From an optimization exercise on the open Yosys and OpenROAD flow, aimed at small area and few clock cycles per item; shortcuts taken in it are not production practice.
Function was not checked in any run shown here: the RTL went through the layout flow alone.

==> flow/design.v, too long to show whole: its modules and the start of the top module <==
// module joinC: 15 lines
// module OEHB: 26 lines
// module mul_comb: 755 lines
// module fa_cell: 4 lines
// module ha_cell: 4 lines
// module mul_op: 22 lines
module mul_op #(parameter INPUTS = 2,
		parameter OUTPUTS = 1,
		parameter DATA_IN_SIZE = 32,
		parameter DATA_OUT_SIZE = 32)
		(
		input clk,
		input rst,
		input [INPUTS * (DATA_IN_SIZE)- 1 : 0]data_in_bus,
		input [INPUTS - 1 : 0]valid_in_bus,
		output [INPUTS - 1 : 0] ready_in_bus,
		output [OUTPUTS * (DATA_OUT_SIZE) - 1 : 0]data_out_bus,
		output [OUTPUTS - 1 : 0]valid_out_bus,
		input 	[OUTPUTS - 1 : 0] ready_out_bus
);
  // ...
==> flow/flow/run.sh <==
#!/bin/bash
# The standard layout (standard.sh) with three changes to how it is made:
#  - ABC's area script for the synthesis's technology mapping is flow/abc_area.script
#    (run from a copy of ORFS's scripts folder that differs only in that file);
#  - the port buffers are made from the smallest buffer cell, buf_1;
#  - clock tree synthesis uses clkbuf_8 for its root and tree buffers and adds no dummy loads.
# The synthesis is otherwise the standard one (synth_recipe.tcl), so the registers
# and their names are the standard synthesis's.
set -euo pipefail
cd "$(dirname "$0")/.."
W=$PWD
rm -rf "$W/scripts_abc"
cp -r "$FLOW_HOME/scripts" "$W/scripts_abc"
cp "$W/flow/abc_area.script" "$W/scripts_abc/abc_area.script"
diff -r "$FLOW_HOME/scripts" "$W/scripts_abc" > scripts_diff.log 2>&1 || true
bash standard.sh "SCRIPTS_DIR=$W/scripts_abc" 'BUFFER_PORTS_ARGS=-buffer_cell sky130_fd_sc_hd__buf_1' \
  'CTS_ARGS=-sink_clustering_enable -repair_clock_nets -root_buf sky130_fd_sc_hd__clkbuf_8 -buf_list sky130_fd_sc_hd__clkbuf_8 -dont_use_dummy_load' finish > standard_sh.log 2>&1 || { tail -50 standard_sh.log; exit 1; }
tail -5 standard_sh.log
ls -l out/final.def
==> flow/flow/abc_area.script <==
strash
dch
map -a
topo
==> flow/standard.sh <==
#!/bin/bash
# synth_recipe.tcl (not shown) runs the flow's synth.tcl, then flattens the netlist and writes it again
# the make line also repeats each setting of config.mk as NAME=value (left out here)
make -C /OpenROAD-flow-scripts/flow DESIGN_CONFIG=/design/flow/config.mk WORK_HOME=/design/flow/orfs CLKGATE_MAP_FILE= SYNTH_SCRIPT=/design/flow/synth_recipe.tcl "${@:-finish}"
==> flow/config.mk <==
export PLATFORM = sky130hd
export DESIGN_NAME = mul_op
export DESIGN_NICKNAME = mul_op
export VERILOG_FILES = /design/flow/design.v
export SDC_FILE = /design/flow/constraint.sdc
export NUM_CORES = 4
export LEC_CHECK = 0
export ABC_AREA = 1
export CAP_MARGIN = 20
export CORE_MARGIN = 2
export CORE_UTILIZATION = 60
export CTS_BUF_LIST = sky130_fd_sc_hd__clkbuf_8
export GPL_TIMING_DRIVEN = 0
export PLACE_DENSITY = 0.75
export SLEW_MARGIN = 20
export SYNTH_HIERARCHICAL = 1
==> flow/constraint.sdc <==
create_clock -name core_clock -period 8.0 [get_ports {clk}]
set_input_delay 1.6000 -clock core_clock [delete_from_list [all_inputs] [get_ports {clk}]]
set_output_delay 1.6000 -clock core_clock [all_outputs]
set_load 0.01 [all_outputs]
==> metrics.yaml, run 1 <==
cts_buffers: 5
yosysMostFrequentCell: "xor2_1"
cts.path.max_buffers: 2
busiest_layer: "met2"
seq_cells: 33
wire_per_inst_microns: 22.0
syn_to_final_growth_pct: 17.0
portBuffers: 103
drive_gt1_share_pct: 12.1
min_to: "oehb_buffer.valid_out_bus"
final_cell_mix: "xor2_1 (269), o22ai_1 (247), fa_1 (203)"
startpoint: "data_in_bus[2]"
die_w_microns: 139
grt_max_degree: 30
path_class: "input port to flop"
finalWorstSetupSlack_ns: -0.129
placed_cell_area_sq_mm: 0.0120
synthTopCellsByCount: "xor2_1 (269), o22ai_1 (254), fa_1 (216)"
failed_checks: "setup timing"
regToRegEndpoint: "oehb_buffer.data_reg[30]"
met3_usage_pct: 6.11
grt_usage_pct: 34.5
grtUsageMet2_pct: 56.2
status: "failed layout checks"
cp.depth: 32
nNetsFinal: 1567
final_area_sq_mm: 0.0128
grt_pass1_wl_mm: 53.0
core_sq_mm: 0.0179
largestClassByArea: "multi-input combinational cells"
finalSetupViolCount: 4
synth_fa_ha_area_share_pct: 43.4
==> run 2: changes to the inputs <==
--- a/flow/design.v
+++ b/flow/design.v
@@ -668,136 +668,132 @@
   fa_cell us431 (.a(c373), .b(s374), .ci(s318), .s(s431), .co(c432));
   fa_cell us433 (.a(c375), .b(s376), .ci(s322), .s(s433), .co(c434));
   assign s435 = c377 ^ s378 ^ s325;
   assign x = {c434, c432, c430, c428, c426, c424, c422, c420, c418, c416, c414, c412, c410, c408, c406, c404, c402, c400, c398, c396, c394, c392, c390, c388, c386, c384, c382, c380, s379, pp0_2, pn0, pp0_0};
   assign y = {s435, s433, s431, s429, s427, s425, s423, s421, s419, s417, s415, s413, s411, s409, s407, s405, s403, s401, s399, s397, s395, s393, s391, s389, s387, s385, s383, s381, pp1_1, pp1_0, pp0_1, 1'b0};
   wire [31:0] g, t, cg, cp;
   assign g = x & y;
   assign t = x ^ y;
-  wire pg1 = g[1] | (t[1] & g[0]);
-  wire pp1 = t[1] & t[0];
-  wire pg2 = g[2] | (t[2] & pg1);
-  wire pp2 = t[2] & pp1;
-  wire pg3 = g[3] | (t[3] & pg2);
-  wire pp3 = t[3] & pp2;
-  wire pg4 = g[4] | (t[4] & pg3);
-  wire pp4 = t[4] & pp3;
-  wire pg5 = g[5] | (t[5] & pg4);
-  wire pp5 = t[5] & pp4;
-  wire pg6 = g[6] | (t[6] & pg5);
-  wire pp6 = t[6] & pp5;
-  wire pg7 = g[7] | (t[7] & pg6);
-  wire pp7 = t[7] & pp6;
-  wire pg8 = g[8] | (t[8] & pg7);
-  wire pp8 = t[8] & pp7;
-  wire pg9 = g[9] | (t[9] & pg8);
-  wire pp9 = t[9] & pp8;
-  wire pg10 = g[10] | (t[10] & pg9);
-  wire pp10 = t[10] & pp9;
-  wire pg11 = g[11] | (t[11] & pg10);
-  wire pp11 = t[11] & pp10;
-  wire pg12 = g[12] | (t[12] & pg11);
-  wire pp12 = t[12] & pp11;
-  wire pg13 = g[14] | (t[14] & g[13]);
-  wire pp13 = t[14] & t[13];
-  wire pg14 = g[16] | (t[16] & g[15]);
-  wire pp14 = t[16] & t[15];
-  wire pg15 = g[18] | (t[18] & g[17]);
-  wire pp15 = t[18] & t[17];
-  wire pg16 = g[20] | (t[20] & g[19]);
-  wire pp16 = t[20] & t[19];
-  wire pg17 = g[22] | (t[22] & g[21]);
-  wire pp17 = t[22] & t[21];
-  wire pg18 = g[24] | (t[24] & g[23]);
-  wire pp18 = t[24] & t[23];
-  wire pg19 = g[26] | (t[26] & g[25]);
-  wire pp19 = t[26] & t[25];
-  wire pg20 = g[28] | (t[28] & g[27]);
-  wire pp20 = t[28] & t[27];
-  wire pg21 = g[30] | (t[30] & g[29]);
-  wire pp21 = t[30] & t[29];
-  wire pg22 = pg13 | (pp13 & pg12);
-  wire pp22 = pp13 & pp12;
-  wire pg23 = pg15 | (pp15 & pg14);
-  wire pp23 = pp15 & pp14;
-  wire pg24 = pg17 | (pp17 & pg16);
-  wire pp24 = pp17 & pp16;
-  wire pg25 = pg19 | (pp19 & pg18);
-  wire pp25 = pp19 & pp18;
-  wire pg26 = pg21 | (pp21 & pg20);
-  wire pp26 = pp21 & pp20;
-  wire pg27 = pg23 | (pp23 & pg22);
-  wire pp27 = pp23 & pp22;
-  wire pg28 = pg25 | (pp25 & pg24);
-  wire pp28 = pp25 & pp24;
-  wire pg29 = pg28 | (pp28 & pg27);
-  wire pp29 = pp28 & pp27;
-  wire pg30 = pg24 | (pp24 & pg27);
-  wire pp30 = pp24 & pp27;
-  wire pg31 = pg26 | (pp26 & pg29);
-  wire pp31 = pp26 & pp29;
-  wire pg32 = pg14 | (pp14 & pg22);
-  wire pp32 = pp14 & pp22;
-  wire pg33 = pg16 | (pp16 & pg27);
-  wire pp33 = pp16 & pp27;
-  wire pg34 = pg18 | (pp18 & pg30);
-  wire pp34 = pp18 & pp30;
-  wire pg35 = pg20 | (pp20 & pg29);
-  wire pp35 = pp20 & pp29;
-  wire pg36 = g[13] | (t[13] & pg12);
-  wire pp36 = t[13] & pp12;
-  wire pg37 = g[15] | (t[15] & pg22);
-  wire pp37 = t[15] & pp22;
-  wire pg38 = g[17] | (t[17] & pg32);
-  wire pp38 = t[17] & pp32;
-  wire pg39 = g[19] | (t[19] & pg27);
-  wire pp39 = t[19] & pp27;
-  wire pg40 = g[21] | (t[21] & pg33);
-  wire pp40 = t[21] & pp33;
-  wire pg41 = g[23] | (t[23] & pg30);
-  wire pp41 = t[23] & pp30;
-  wire pg42 = g[25] | (t[25] & pg34);
-  wire pp42 = t[25] & pp34;
-  wire pg43 = g[27] | (t[27] & pg29);
-  wire pp43 = t[27] & pp29;
-  wire pg44 = g[29] | (t[29] & pg35);
-  wire pp44 = t[29] & pp35;
+  wire [7:0] rc;
+  assign rc[0] = 1'b0;
+  ha_cell ur1 (.a(x[1]), .b(y[1]), .s(p[1]), .co(rc[1]));
+  fa_cell ur2 (.a(x[2]), .b(y[2]), .ci(rc[1]), .s(p[2]), .co(rc[2]));
+  fa_cell ur3 (.a(x[3]), .b(y[3]), .ci(rc[2]), .s(p[3]), .co(rc[3]));
+  fa_cell ur4 (.a(x[4]), .b(y[4]), .ci(rc[3]), .s(p[4]), .co(rc[4]));
+  fa_cell ur5 (.a(x[5]), .b(y[5]), .ci(rc[4]), .s(p[5]), .co(rc[5]));
+  fa_cell ur6 (.a(x[6]), .b(y[6]), .ci(rc[5]), .s(p[6]), .co(rc[6]));
+  fa_cell ur7 (.a(x[7]), .b(y[7]), .ci(rc[6]), .s(p[7]), .co(rc[7]));
+  wire pg1 = g[8] | (t[8] & rc[7]);
+  wire pp1 = t[8] & 1'b0;
+  wire pg2 = g[10] | (t[10] & g[9]);
+  wire pp2 = t[10] & t[9];
+  wire pg3 = g[12] | (t[12] & g[11]);
+  wire pp3 = t[12] & t[11];
+  wire pg4 = g[14] | (t[14] & g[13]);
+  wire pp4 = t[14] & t[13];
+  wire pg5 = g[16] | (t[16] & g[15]);
+  wire pp5 = t[16] & t[15];
+  wire pg6 = g[18] | (t[18] & g[17]);
+  wire pp6 = t[18] & t[17];
+  wire pg7 = g[20] | (t[20] & g[19]);
+  wire pp7 = t[20] & t[19];
+  wire pg8 = g[22] | (t[22] & g[21]);
+  wire pp8 = t[22] & t[21];
+  wire pg9 = g[24] | (t[24] & g[23]);
+  wire pp9 = t[24] & t[23];
+  wire pg10 = g[26] | (t[26] & g[25]);
+  wire pp10 = t[26] & t[25];
+  wire pg11 = g[28] | (t[28] & g[27]);
+  wire pp11 = t[28] & t[27];
+  wire pg12 = g[30] | (t[30] & g[29]);
+  wire pp12 = t[30] & t[29];
+  wire pg13 = pg2 | (pp2 & pg1);
+  wire pp13 = pp2 & pp1;
+  wire pg14 = pg4 | (pp4 & pg3);
+  wire pp14 = pp4 & pp3;
+  wire pg15 = pg6 | (pp6 & pg5);
+  wire pp15 = pp6 & pp5;
+  wire pg16 = pg8 | (pp8 & pg7);
+  wire pp16 = pp8 & pp7;
+  wire pg17 = pg10 | (pp10 & pg9);
+  wire pp17 = pp10 & pp9;
+  wire pg18 = pg12 | (pp12 & pg11);
+  wire pp18 = pp12 & pp11;
+  wire pg19 = pg14 | (pp14 & pg13);
+  wire pp19 = pp14 & pp13;
+  wire pg20 = pg16 | (pp16 & pg15);
+  wire pp20 = pp16 & pp15;
+  wire pg21 = pg18 | (pp18 & pg17);
+  wire pp21 = pp18 & pp17;
+  wire pg22 = pg20 | (pp20 & pg19);
+  wire pp22 = pp20 & pp19;
+  wire pg23 = pg21 | (pp21 & pg22);
+  wire pp23 = pp21 & pp22;
+  wire pg24 = pg15 | (pp15 & pg19);
+  wire pp24 = pp15 & pp19;
+  wire pg25 = pg17 | (pp17 & pg22);
+  wire pp25 = pp17 & pp22;
+  wire pg26 = pg3 | (pp3 & pg13);
+  wire pp26 = pp3 & pp13;
+  wire pg27 = pg5 | (pp5 & pg19);
+  wire pp27 = pp5 & pp19;
+  wire pg28 = pg7 | (pp7 & pg24);
+  wire pp28 = pp7 & pp24;
+  wire pg29 = pg9 | (pp9 & pg22);
+  wire pp29 = pp9 & pp22;
+  wire pg30 = pg11 | (pp11 & pg25);
+  wire pp30 = pp11 & pp25;
+  wire pg31 = g[9] | (t[9] & pg1);
+  wire pp31 = t[9] & pp1;
+  wire pg32 = g[11] | (t[11] & pg13);
+  wire pp32 = t[11] & pp13;
+  wire pg33 = g[13] | (t[13] & pg26);
+  wire pp33 = t[13] & pp26;
+  wire pg34 = g[15] | (t[15] & pg19);
+  wire pp34 = t[15] & pp19;
+  wire pg35 = g[17] | (t[17] & pg27);
+  wire pp35 = t[17] & pp27;
+  wire pg36 = g[19] | (t[19] & pg24);
+  wire pp36 = t[19] & pp24;
+  wire pg37 = g[21] | (t[21] & pg28);
+  wire pp37 = t[21] & pp28;
+  wire pg38 = g[23] | (t[23] & pg22);
+  wire pp38 = t[23] & pp22;
+  wire pg39 = g[25] | (t[25] & pg29);
+  wire pp39 = t[25] & pp29;
+  wire pg40 = g[27] | (t[27] & pg25);
+  wire pp40 = t[27] & pp25;
+  wire pg41 = g[29] | (t[29] & pg30);
+  wire pp41 = t[29] & pp30;
   assign p[0] = t[0];
-  assign p[1] = t[1] ^ g[0];
-  assign p[2] = t[2] ^ pg1;
-  assign p[3] = t[3] ^ pg2;
-  assign p[4] = t[4] ^ pg3;
-  assign p[5] = t[5] ^ pg4;
-  assign p[6] = t[6] ^ pg5;
-  assign p[7] = t[7] ^ pg6;
-  assign p[8] = t[8] ^ pg7;
-  assign p[9] = t[9] ^ pg8;
-  assign p[10] = t[10] ^ pg9;
-  assign p[11] = t[11] ^ pg10;
-  assign p[12] = t[12] ^ pg11;
-  assign p[13] = t[13] ^ pg12;
-  assign p[14] = t[14] ^ pg36;
-  assign p[15] = t[15] ^ pg22;
-  assign p[16] = t[16] ^ pg37;
-  assign p[17] = t[17] ^ pg32;
-  assign p[18] = t[18] ^ pg38;
-  assign p[19] = t[19] ^ pg27;
-  assign p[20] = t[20] ^ pg39;
-  assign p[21] = t[21] ^ pg33;
-  assign p[22] = t[22] ^ pg40;
-  assign p[23] = t[23] ^ pg30;
-  assign p[24] = t[24] ^ pg41;
-  assign p[25] = t[25] ^ pg34;
-  assign p[26] = t[26] ^ pg42;
-  assign p[27] = t[27] ^ pg29;
-  assign p[28] = t[28] ^ pg43;
-  assign p[29] = t[29] ^ pg35;
-  assign p[30] = t[30] ^ pg44;
-  assign p[31] = t[31] ^ pg31;
+  assign p[8] = t[8] ^ rc[7];
+  assign p[9] = t[9] ^ pg1;
+  assign p[10] = t[10] ^ pg31;
+  assign p[11] = t[11] ^ pg13;
+  assign p[12] = t[12] ^ pg32;
+  assign p[13] = t[13] ^ pg26;
+  assign p[14] = t[14] ^ pg33;
+  assign p[15] = t[15] ^ pg19;
+  assign p[16] = t[16] ^ pg34;
+  assign p[17] = t[17] ^ pg27;
+  assign p[18] = t[18] ^ pg35;
+  assign p[19] = t[19] ^ pg24;
+  assign p[20] = t[20] ^ pg36;
+  assign p[21] = t[21] ^ pg28;
+  assign p[22] = t[22] ^ pg37;
+  assign p[23] = t[23] ^ pg22;
+  assign p[24] = t[24] ^ pg38;
+  assign p[25] = t[25] ^ pg29;
+  assign p[26] = t[26] ^ pg39;
+  assign p[27] = t[27] ^ pg25;
+  assign p[28] = t[28] ^ pg40;
+  assign p[29] = t[29] ^ pg30;
+  assign p[30] = t[30] ^ pg41;
+  assign p[31] = t[31] ^ pg23;
 endmodule
 module fa_cell (input a, input b, input ci, output s, output co);
   assign s = a ^ b ^ ci;
   assign co = (a & b) | (a & ci) | (b & ci);
 endmodule
 module ha_cell (input a, input b, output s, output co);
   assign s = a ^ b;
   assign co = a & b;
==> run 2 against run 1 <==
  * The run now finishes clean
  * Hold slack lost 0.034 ns
  * Setup slack gained 0.40 ns
  * Via count shrank 2.4%
==> metrics.yaml, run 2 <==
postSynthCellCount: 1091  # was 1,084
met3_usage_pct: 5.77  # was 6.11%
period_needed_ns: 7.73  # was 8.13 ns
die-height_microns: 139  # about the same
synth.net_count: 1411  # was 1,402
grt_usage_pct: 33.4  # was 34.5%
cts_hold_buf: 0  # unchanged
cts-root-buf: "clkbuf_8"  # unchanged
htree_levels: 2  # unchanged
path_max_fanout: 16  # was 15
synth_top_area_share_pct: 39.1  # was 39.6%
viasPerCell: 6.50  # was 6.61
slew_viol_final: 0  # unchanged
status: "no timing/DRC/antenna violations"  # was failed layout checks
path_cells: "buf_1 > nor2_1 > a21oi_1 > o22ai_1 > xor2_1 > fa_1 > fa_1 > fa_1 > fa_1 > fa_1 > ha_1 > a21oi_1 > o21ai_0 > nor2_2 > o21ai_1 > fa_1 > xor2_1"
synth_cell_type_count: 19  # was 20
critPathCapture: "oehb_buffer.data_reg[30]"  # unchanged
min_path_cells: 2  # unchanged
tightest_slew_ns: 1.16  # about the same
antenna_found_initial: 0  # unchanged
final_common_cell: "xor2_1"  # unchanged
ios: 104  # unchanged
synthArstFlopShare_pct: 3.03  # unchanged
grtUsageMet2_pct: 54.3  # was 56.2%
max_stage_delay_ns: 0.86  # was 0.38 ns
grt_pass1_wl_mm: 50.8  # was 53.0 mm
n_antenna_cell: 0  # unchanged
end_kind: "flop"  # unchanged
postRouteAntennaNets: 0  # unchanged
finalSetupTns_ns: 0  # was -0.292 ns
cts_buffers: 5  # unchanged
rrSetupSlack_ns: 6.68  # was 6.65 ns
rr_worst_depth: 2  # unchanged
num_rows: 49  # unchanged
cap_violations: 0  # unchanged
synth_top_cell_by_area: "fa_1"  # unchanged
reg2reg_from: "oehb_buffer.valid_out_bus"  # unchanged
clk_latency_ns: 0.34  # was 0.31 ns
regToRegEndpoint: "oehb_buffer.data_reg[30]"  # unchanged
wire_per_inst_microns: 21.7  # was 22.0 microns
synth_seq_cells: 33  # unchanged
worstPathRequired_ns: 8.06  # was 8.05 ns
worst_setup_path_start_kind: "input port"  # unchanged
stdcell_count: 1466  # was 1,476
yosys_warnings: 7  # unchanged
place.gp.congestion: 0.890  # was 0.903
cts_tree: "built"  # unchanged
nNetsFinal: 1559  # was 1,567
synth_area_sq_mm: 0.0110  # was 0.0109 sq mm
crit_path_frequent_cell: "fa_1"  # was fa_2
synthTopCellsByCount: "xor2_1 (274), o22ai_1 (255), fa_1 (214)"  # was xor2_1 (269), o22ai_1 (254), fa_1 (216)
path_clk_slew_ns: 0.08  # was 0.07 ns
finalSetupViolCount: 0  # was 4
synth_area_leaders: "fa_1 (39%), xor2_1 (22%), o22ai_1 (15%), edfxtp_1 (8.8%), ha_1 (4.2%)"  # was fa_1 (40%), xor2_1 (22%), o22ai_1 (15%), edfxtp_1 (8.8%), ha_1 (3.8%)
core_sq_mm: 0.0180  # was 0.0179 sq mm
busiest_layer: "met2"  # unchanged
die_w_microns: 139  # about the same
slew_headroom_pct: 22.3  # was 22.6%
dpl.cell_count: 1436  # was 1,426
cts.sinks: 33  # unchanged
grt_pass1_vias: 9681  # was 10,100
synth_edf_count: 32  # unchanged
dieArea_sq_mm: 0.0194  # was 0.0193 sq mm
fmax_mhz: 129  # was 123 MHz
routed-via-count: 9531  # was 9,761
drc: 0  # unchanged
num-fill-cells: 1379  # was 1,348
drive_gt1_share_pct: 7.84  # was 12.1%
cts.path.max_buffers: 2  # unchanged
portBuffers: 103  # unchanged
dr.pass1.iters: 5  # was 6
post-dp-hpwl_mm: 22.2  # was 21.7 mm
hp-class: "flop to flop"  # unchanged
ys_seq_area_share_pct: 9.00  # was 9.04%
largest_register_ffs: 32  # unchanged
yosysMostFrequentCell: "xor2_1"  # unchanged
avgSynthCellArea_sq_um: 10.0  # was 10.1 sq um
skew_ns: 0.0167  # was 0.0127 ns
grt_util_met1_pct: 43.7  # was 45.4%
critPathArrivalTime_ns: 7.79  # was 8.18 ns
initial_core_util_pct: 61.0  # was 60.9%
routed_wl_mm: 31.8  # was 32.5 mm
syn_to_final_growth_pct: 12.7  # was 17.0%
startpoint: "data_in_bus[51]"  # was data_in_bus[2]
drtIter0Drc: 1130  # was 1,182
period_share_pct: 96.6  # was 102%
grt_max_degree: 31  # was 30
hold_violations: 0  # unchanged
overflow: 0  # unchanged
path_class: "input port to flop"  # unchanged
final_cell_mix: "xor2_1 (274), o22ai_1 (254), fa_1 (213)"  # was xor2_1 (269), o22ai_1 (247), fa_1 (203)
cp_slowest_cell: "a21oi_1"  # was fa_2
synth_ff_type: "edfxtp_1"  # unchanged
## run 2: cell types whose count changed in the layout (fill, tap and decap cells not counted), moves of 5 or more
cell and delta:
a21oi_1 +5, ha_1 +5, fa_1 +10, xor2_1 +5
fa_2 -12, buf_4 -16, o22ai_1 +7, o22ai_2 -5
clkinv_2 -6
## run 2: how the worst min path moves through the flow
stage	startpoint	slack, ns	endpoint
6_report	oehb_buffer.valid_out_bus	0.83	oehb_buffer.valid_out_bus
5_1_grt	oehb_buffer.valid_out_bus	0.88	oehb_buffer.valid_out_bus
4_1_cts	oehb_buffer.valid_out_bus	0.83	oehb_buffer.valid_out_bus
3_5_place_dp	oehb_buffer.valid_out_bus	0.81	oehb_buffer.valid_out_bus
3_3_place_gp	rst	1.41	oehb_buffer.valid_out_bus
2_1_floorplan	oehb_buffer.valid_out_bus	1.20	oehb_buffer.valid_out_bus
## run 2: final cells by class
type / instances / area (sq um) / area share, %
buffer: 1 / 7.51 / 0.0608
clock buffer: 5 / 68.8 / 0.557
inverter: 103 / 442 / 3.58
multi-input combinational: 956 / 9720 / 78.7
sequential: 33 / 986 / 7.98
tap: 229 / 287 / 2.32
timing repair buffer: 135 / 816 / 6.61
timing repair inverter: 4 / 20.0 / 0.162
## run 2: repair_timing
action                                  in CTS  in global routing
setup buffers                               16                  1
resized for setup                           32                 15
cloned                                       7                  1
endpoints found under the setup margin      13                  7
pin swaps                                    5                  3
## run 2: routing by layer
layer | part of all wire (%) | routed length [microns] | vias to the layer above
met5 | 0 | 0 | -
met2 | 48 | 15200 | 626
li1 | - | - | 4129
met4 | 5.3 | 1680 | 0
met3 | 9.5 | 3030 | 124
met1 | 37 | 11900 | 4652
## run 2: cells by family after synthesis
logic type,synth area share [%]
buf+inv,3.60
compound gates,16.4
flops,9.00
simple gates,3.95
fa+ha+maj,43.3
xor+xnor,23.7
## run 2: through the flow
stage          util [%]  cell area (sq um)  setup slack, ns  hold slack [ns]
2_1_floorplan         -              11000            0.149             1.20
3_3_place_gp       64.8              11600            -3.11             1.41
3_5_place_dp       66.4              11900            -1.31            0.808
4_1_cts            68.3              12300           0.0407            0.828
5_1_grt            68.8              12400         -0.00198            0.884
6_report           68.8              12400            0.271            0.826
## run 2: Yosys stat by module (local to each module, per instance), excerpt
module    cells inside  times used  flip-flops and latches
mul_comb           830           1                       0
ha_cell              1          15                       0
fa_cell              1         202                       0
## run 2: critical path, delay by kind of cell
kind | cells | cell delay (ns)
AND/OR/NAND/NOR | 2 | 0.39
AO/OA/AOI/OAI | 5 | 1.50
XOR/XNOR | 2 | 0.38
adder cells (fa/ha/maj) | 7 | 3.09
buffers and inverters | 1 | 0.83

what the ideal ports hide:
How much do the figures lean on ideal ports? The routed layouts below were timed once more, with nothing changed but the port constraints.
Step 1: set_driving_cell puts a clkbuf_16 on clk and a buf_2 on each other input, an assumption about the parent block.
Step 2 moves the port delays by t, midway between the first and last clock arrival at a register: inputs arrive t later, outputs are due t later. That takes back most of the time a late clock gives input paths.
Slacks: ideal ports / drivers / drivers and shift; pairs: ideal ports / drivers.
| run | shift t [ns] | setup WS [ns] | worst register clock-pin slew, ns |
|---|---|---|---|
| run 1 | 0.349 | -0.129 / -0.138 / -0.487 | 0.08 / 0.08 |
| run 2 | 0.362 | 0.271 / 0.280 / -0.082 | 0.10 / 0.10 |
With both steps, setup timing fails in run 2, where it was met with ideal ports. For run 1, which loses most, drivers alone change the setup slack by -0.009 ns; drivers and shift together by -0.358 ns.
